Context: an optimization exercise on an open-source flow, tuned for small area. The choices shown serve that exercise and are no tape-out recipe.
No activity file was given, so power comes from the tool's default toggle rates.

==> flow/design.v <==
module xor_gate(
    input logic [7:0] A,
    input logic [7:0] B,
    output logic [7:0] Y
);
    assign Y = A^B;
endmodule
`timescale 1ns/1ps
module xor_encrypt(
        input logic clk,
        input logic valid_in,
        input logic [7:0] key,
        input logic [255:0] code,
        output logic [255:0] code_out,
        output logic valid_out
);
logic [255:0] d;    
logic [255:0] r;    
logic [7:0] p0;
logic [7:0] p1;
logic [7:0] bs2_3;
logic [7:0] p2;
logic [7:0] p3;
logic [7:0] p4;
logic [7:0] bs5_6;
logic [7:0] p5;
logic [7:0] p6;
logic [7:0] p7;
logic [7:0] bs8_9;
logic [7:0] p8;
logic [7:0] p9;
logic [7:0] bs10_11;
logic [7:0] p10;
logic [7:0] p11;
logic [7:0] bs12_13;
logic [7:0] p12;
logic [7:0] p13;
logic [7:0] bs14_15;
logic [7:0] p14;
logic [7:0] p15;
logic [7:0] bs16_17;
logic [7:0] p16;
logic [7:0] p17;
logic [7:0] bs18_19;
logic [7:0] p18;
logic [7:0] p19;
logic [7:0] bs20_21;
logic [7:0] bs22_23;
logic [7:0] bs24_25;
logic [7:0] bs26_27;
logic [7:0] bs28_29;
logic [7:0] bs30_31;
logic [7:0] q20;
logic [7:0] q21;
logic [7:0] q22;
logic [7:0] q23;
logic [7:0] q24;
logic [7:0] q25;
logic [7:0] q26;
logic [7:0] q27;
logic [7:0] q28;
logic [7:0] q29;
logic [7:0] q30;
logic [7:0] q31;
xor_gate u_p0 (.A(key), .B(code[7:0]), .Y(p0));
xor_gate u_p1 (.A(p0), .B(code[15:8]), .Y(p1));
xor_gate u_bs2_3 (.A(code[23:16]), .B(code[31:24]), .Y(bs2_3));
xor_gate u_p2 (.A(p1), .B(code[23:16]), .Y(p2));
xor_gate u_p3 (.A(p1), .B(bs2_3), .Y(p3));
xor_gate u_p4 (.A(p3), .B(code[39:32]), .Y(p4));
xor_gate u_bs5_6 (.A(code[47:40]), .B(code[55:48]), .Y(bs5_6));
xor_gate u_p5 (.A(p4), .B(code[47:40]), .Y(p5));
xor_gate u_p6 (.A(p4), .B(bs5_6), .Y(p6));
xor_gate u_p7 (.A(p6), .B(code[63:56]), .Y(p7));
xor_gate u_bs8_9 (.A(code[71:64]), .B(code[79:72]), .Y(bs8_9));
xor_gate u_p8 (.A(p7), .B(code[71:64]), .Y(p8));
xor_gate u_p9 (.A(p7), .B(bs8_9), .Y(p9));
xor_gate u_bs10_11 (.A(code[87:80]), .B(code[95:88]), .Y(bs10_11));
xor_gate u_p10 (.A(p9), .B(code[87:80]), .Y(p10));
xor_gate u_p11 (.A(p9), .B(bs10_11), .Y(p11));
xor_gate u_bs12_13 (.A(code[103:96]), .B(code[111:104]), .Y(bs12_13));
xor_gate u_p12 (.A(p11), .B(code[103:96]), .Y(p12));
xor_gate u_p13 (.A(p11), .B(bs12_13), .Y(p13));
xor_gate u_bs14_15 (.A(code[119:112]), .B(code[127:120]), .Y(bs14_15));
xor_gate u_p14 (.A(p13), .B(code[119:112]), .Y(p14));
xor_gate u_p15 (.A(p13), .B(bs14_15), .Y(p15));
xor_gate u_bs16_17 (.A(code[135:128]), .B(code[143:136]), .Y(bs16_17));
xor_gate u_p16 (.A(p15), .B(code[135:128]), .Y(p16));
xor_gate u_p17 (.A(p15), .B(bs16_17), .Y(p17));
xor_gate u_bs18_19 (.A(code[151:144]), .B(code[159:152]), .Y(bs18_19));
xor_gate u_p18 (.A(p17), .B(code[151:144]), .Y(p18));
xor_gate u_p19 (.A(p17), .B(bs18_19), .Y(p19));
xor_gate u_bs20_21 (.A(code[167:160]), .B(code[175:168]), .Y(bs20_21));
xor_gate u_bs22_23 (.A(code[183:176]), .B(code[191:184]), .Y(bs22_23));
xor_gate u_bs24_25 (.A(code[199:192]), .B(code[207:200]), .Y(bs24_25));
xor_gate u_bs26_27 (.A(code[215:208]), .B(code[223:216]), .Y(bs26_27));
xor_gate u_bs28_29 (.A(code[231:224]), .B(code[239:232]), .Y(bs28_29));
xor_gate u_bs30_31 (.A(code[247:240]), .B(code[255:248]), .Y(bs30_31));
xor_gate u_q20 (.A(r[159:152]), .B(r[167:160]), .Y(q20));
xor_gate u_q21 (.A(r[159:152]), .B(r[175:168]), .Y(q21));
xor_gate u_q22 (.A(q21), .B(r[183:176]), .Y(q22));
xor_gate u_q23 (.A(q21), .B(r[191:184]), .Y(q23));
xor_gate u_q24 (.A(q23), .B(r[199:192]), .Y(q24));
xor_gate u_q25 (.A(q23), .B(r[207:200]), .Y(q25));
xor_gate u_q26 (.A(q25), .B(r[215:208]), .Y(q26));
xor_gate u_q27 (.A(q25), .B(r[223:216]), .Y(q27));
xor_gate u_q28 (.A(q27), .B(r[231:224]), .Y(q28));
xor_gate u_q29 (.A(q27), .B(r[239:232]), .Y(q29));
xor_gate u_q30 (.A(q29), .B(r[247:240]), .Y(q30));
xor_gate u_q31 (.A(q29), .B(r[255:248]), .Y(q31));
assign d[7:0] = p0;
assign d[15:8] = p1;
assign d[23:16] = p2;
assign d[31:24] = p3;
assign d[39:32] = p4;
assign d[47:40] = p5;
assign d[55:48] = p6;
assign d[63:56] = p7;
assign d[71:64] = p8;
assign d[79:72] = p9;
assign d[87:80] = p10;
assign d[95:88] = p11;
assign d[103:96] = p12;
assign d[111:104] = p13;
assign d[119:112] = p14;
assign d[127:120] = p15;
assign d[135:128] = p16;
assign d[143:136] = p17;
assign d[151:144] = p18;
assign d[159:152] = p19;
assign d[167:160] = code[167:160];
assign d[175:168] = bs20_21;
assign d[183:176] = code[183:176];
assign d[191:184] = bs22_23;
assign d[199:192] = code[199:192];
assign d[207:200] = bs24_25;
assign d[215:208] = code[215:208];
assign d[223:216] = bs26_27;
assign d[231:224] = code[231:224];
assign d[239:232] = bs28_29;
assign d[247:240] = code[247:240];
assign d[255:248] = bs30_31;
always_ff @(posedge clk) begin
    valid_out <= valid_in;
end
always_ff @(posedge clk) begin
    if (valid_in) r <= d;
end
assign code_out[7:0] = r[7:0];
assign code_out[15:8] = r[15:8];
assign code_out[23:16] = r[23:16];
assign code_out[31:24] = r[31:24];
assign code_out[39:32] = r[39:32];
assign code_out[47:40] = r[47:40];
assign code_out[55:48] = r[55:48];
assign code_out[63:56] = r[63:56];
assign code_out[71:64] = r[71:64];
assign code_out[79:72] = r[79:72];
assign code_out[87:80] = r[87:80];
assign code_out[95:88] = r[95:88];
assign code_out[103:96] = r[103:96];
assign code_out[111:104] = r[111:104];
assign code_out[119:112] = r[119:112];
assign code_out[127:120] = r[127:120];
assign code_out[135:128] = r[135:128];
assign code_out[143:136] = r[143:136];
assign code_out[151:144] = r[151:144];
assign code_out[159:152] = r[159:152];
assign code_out[167:160] = q20;
assign code_out[175:168] = q21;
assign code_out[183:176] = q22;
assign code_out[191:184] = q23;
assign code_out[199:192] = q24;
assign code_out[207:200] = q25;
assign code_out[215:208] = q26;
assign code_out[223:216] = q27;
assign code_out[231:224] = q28;
assign code_out[239:232] = q29;
assign code_out[247:240] = q30;
assign code_out[255:248] = q31;
endmodule
==> flow/config.mk <==
export PLATFORM = sky130hd
export DESIGN_NAME = xor_encrypt
export DESIGN_NICKNAME = xor_encrypt
export VERILOG_FILES = /design/flow/design.v
export SDC_FILE = /design/flow/constraint.sdc
export NUM_CORES = 4
export LEC_CHECK = 0
export CAP_MARGIN = 20
export CORE_MARGIN = 2
export CORE_UTILIZATION = 40
export CTS_BUF_LIST = sky130_fd_sc_hd__clkbuf_16
export CTS_CLUSTER_DIAMETER = 100
export CTS_CLUSTER_SIZE = 24
export SLEW_MARGIN = 20
export SYNTH_HIERARCHICAL = 1
export SYNTH_MINIMUM_KEEP_SIZE = 0
==> flow/constraint.sdc <==
create_clock -name core_clock -period 4.0 [get_ports {clk}]
set_input_delay 0.8000 -clock core_clock [delete_from_list [all_inputs] [get_ports {clk}]]
set_output_delay 0.8000 -clock core_clock [all_outputs]
set_load 0.01 [all_outputs]
standard.sh (not shown) runs the stock make flow with config.mk's settings and CLKGATE_MAP_FILE= SYNTH_SCRIPT=/design/flow/synth_recipe.tcl, a recipe that flattens the netlist after the stock synthesis.
==> flow/flow/run.sh <==
#!/bin/bash
# Own layout flow: the standard flow (standard synthesis unchanged), with the port
# buffers that global placement inserts on every input and output made the smallest
# buffer, sky130_fd_sc_hd__buf_1, instead of the default pick. Everything else is as in
# the standard flow. make's full output goes to flow_make.log in this folder; ORFS
# writes each step's log under orfs/logs/.
set -euo pipefail
export BUFFER_PORTS_ARGS="-buffer_cell sky130_fd_sc_hd__buf_1"
bash standard.sh finish > flow_make.log 2>&1
test -f out/final.def
==> next run, changes <==
--- a/flow/design.v
+++ b/flow/design.v
@@ -18,7 +18,8 @@
 logic [255:0] r;    
 logic [7:0] p0;
+logic [7:0] bs1_2;
 logic [7:0] p1;
-logic [7:0] bs2_3;
 logic [7:0] p2;
+logic [7:0] bs3_4;
 logic [7:0] p3;
 logic [7:0] p4;
@@ -26,21 +27,21 @@
 logic [7:0] p5;
 logic [7:0] p6;
+logic [7:0] bs7_8;
 logic [7:0] p7;
-logic [7:0] bs8_9;
 logic [7:0] p8;
+logic [7:0] bs9_10;
 logic [7:0] p9;
-logic [7:0] bs10_11;
 logic [7:0] p10;
+logic [7:0] bs11_12;
 logic [7:0] p11;
-logic [7:0] bs12_13;
 logic [7:0] p12;
+logic [7:0] bs13_14;
 logic [7:0] p13;
-logic [7:0] bs14_15;
 logic [7:0] p14;
+logic [7:0] bs15_16;
 logic [7:0] p15;
-logic [7:0] bs16_17;
 logic [7:0] p16;
+logic [7:0] bs17_18;
 logic [7:0] p17;
-logic [7:0] bs18_19;
 logic [7:0] p18;
 logic [7:0] p19;
@@ -64,31 +65,32 @@
 logic [7:0] q31;
 xor_gate u_p0 (.A(key), .B(code[7:0]), .Y(p0));
+xor_gate u_bs1_2 (.A(code[15:8]), .B(code[23:16]), .Y(bs1_2));
 xor_gate u_p1 (.A(p0), .B(code[15:8]), .Y(p1));
-xor_gate u_bs2_3 (.A(code[23:16]), .B(code[31:24]), .Y(bs2_3));
-xor_gate u_p2 (.A(p1), .B(code[23:16]), .Y(p2));
-xor_gate u_p3 (.A(p1), .B(bs2_3), .Y(p3));
-xor_gate u_p4 (.A(p3), .B(code[39:32]), .Y(p4));
+xor_gate u_p2 (.A(p0), .B(bs1_2), .Y(p2));
+xor_gate u_bs3_4 (.A(code[31:24]), .B(code[39:32]), .Y(bs3_4));
+xor_gate u_p3 (.A(p2), .B(code[31:24]), .Y(p3));
+xor_gate u_p4 (.A(p2), .B(bs3_4), .Y(p4));
 xor_gate u_bs5_6 (.A(code[47:40]), .B(code[55:48]), .Y(bs5_6));
 xor_gate u_p5 (.A(p4), .B(code[47:40]), .Y(p5));
 xor_gate u_p6 (.A(p4), .B(bs5_6), .Y(p6));
+xor_gate u_bs7_8 (.A(code[63:56]), .B(code[71:64]), .Y(bs7_8));
 xor_gate u_p7 (.A(p6), .B(code[63:56]), .Y(p7));
-xor_gate u_bs8_9 (.A(code[71:64]), .B(code[79:72]), .Y(bs8_9));
-xor_gate u_p8 (.A(p7), .B(code[71:64]), .Y(p8));
-xor_gate u_p9 (.A(p7), .B(bs8_9), .Y(p9));
-xor_gate u_bs10_11 (.A(code[87:80]), .B(code[95:88]), .Y(bs10_11));
-xor_gate u_p10 (.A(p9), .B(code[87:80]), .Y(p10));
-xor_gate u_p11 (.A(p9), .B(bs10_11), .Y(p11));
-xor_gate u_bs12_13 (.A(code[103:96]), .B(code[111:104]), .Y(bs12_13));
-xor_gate u_p12 (.A(p11), .B(code[103:96]), .Y(p12));
-xor_gate u_p13 (.A(p11), .B(bs12_13), .Y(p13));
-xor_gate u_bs14_15 (.A(code[119:112]), .B(code[127:120]), .Y(bs14_15));
-xor_gate u_p14 (.A(p13), .B(code[119:112]), .Y(p14));
-xor_gate u_p15 (.A(p13), .B(bs14_15), .Y(p15));
-xor_gate u_bs16_17 (.A(code[135:128]), .B(code[143:136]), .Y(bs16_17));
-xor_gate u_p16 (.A(p15), .B(code[135:128]), .Y(p16));
-xor_gate u_p17 (.A(p15), .B(bs16_17), .Y(p17));
-xor_gate u_bs18_19 (.A(code[151:144]), .B(code[159:152]), .Y(bs18_19));
-xor_gate u_p18 (.A(p17), .B(code[151:144]), .Y(p18));
-xor_gate u_p19 (.A(p17), .B(bs18_19), .Y(p19));
+xor_gate u_p8 (.A(p6), .B(bs7_8), .Y(p8));
+xor_gate u_bs9_10 (.A(code[79:72]), .B(code[87:80]), .Y(bs9_10));
+xor_gate u_p9 (.A(p8), .B(code[79:72]), .Y(p9));
+xor_gate u_p10 (.A(p8), .B(bs9_10), .Y(p10));
+xor_gate u_bs11_12 (.A(code[95:88]), .B(code[103:96]), .Y(bs11_12));
+xor_gate u_p11 (.A(p10), .B(code[95:88]), .Y(p11));
+xor_gate u_p12 (.A(p10), .B(bs11_12), .Y(p12));
+xor_gate u_bs13_14 (.A(code[111:104]), .B(code[119:112]), .Y(bs13_14));
+xor_gate u_p13 (.A(p12), .B(code[111:104]), .Y(p13));
+xor_gate u_p14 (.A(p12), .B(bs13_14), .Y(p14));
+xor_gate u_bs15_16 (.A(code[127:120]), .B(code[135:128]), .Y(bs15_16));
+xor_gate u_p15 (.A(p14), .B(code[127:120]), .Y(p15));
+xor_gate u_p16 (.A(p14), .B(bs15_16), .Y(p16));
+xor_gate u_bs17_18 (.A(code[143:136]), .B(code[151:144]), .Y(bs17_18));
+xor_gate u_p17 (.A(p16), .B(code[143:136]), .Y(p17));
+xor_gate u_p18 (.A(p16), .B(bs17_18), .Y(p18));
+xor_gate u_p19 (.A(p18), .B(code[159:152]), .Y(p19));
 xor_gate u_bs20_21 (.A(code[167:160]), .B(code[175:168]), .Y(bs20_21));
 xor_gate u_bs22_23 (.A(code[183:176]), .B(code[191:184]), .Y(bs22_23));
=>
- The changed run produced a clean layout
- global-route usage grows by 0.82 points
- via count increases by 2.5%
- clock power barely changes
- non-clock buffer count climbs by 5
- design area went up by 0.32%
- routed wire length grows by 5.1%
- clock-buffer cell count is unchanged
- area after synthesis goes up by 0.58%
- hold slack hardly moves
- sequential share of layout area fell by 0.17 points
- critical path depth goes down by 6
- utilization drops by 0.10 points
No run of this note included a check of the RTL's function; only the layout flow was run.

-- port drivers added, routing unchanged --
How much do the figures lean on ideal ports? The routed layouts below were timed once more, with nothing changed but the port constraints. Step 1 sets driving cells, clkbuf_16 on the clock port and buf_2 on the other inputs (assumed; they add their load-dependent delay and slew). Step 2 times the ports against the registers' clock, not the clock port: input delays grow and output delays shrink by t, the midpoint of the rising clock arrivals with the driver on. Three values: ideal, step 1, step 2; two values: the first two.
run | t (ns) | slack for setup (ns) | worst hold slack (ns) | worst register clock-pin slew, ns | worst data-port slew with drivers (ns)
the first run | 0.527 | 0.221 / 0.198 / -0.280 | 0.530 / 0.508 / 1.035 | 0.10 / 0.10 | 0.09
the second run | 0.530 | 0.213 / 0.164 / -0.283 | 0.533 / 0.512 / 1.043 | 0.10 / 0.10 | 0.08
With both steps, setup timing fails in the first run and the second run, where it was met with ideal ports. For the first run, which loses most, drivers alone change the setup slack by -0.023 ns; drivers and shift together by -0.501 ns.
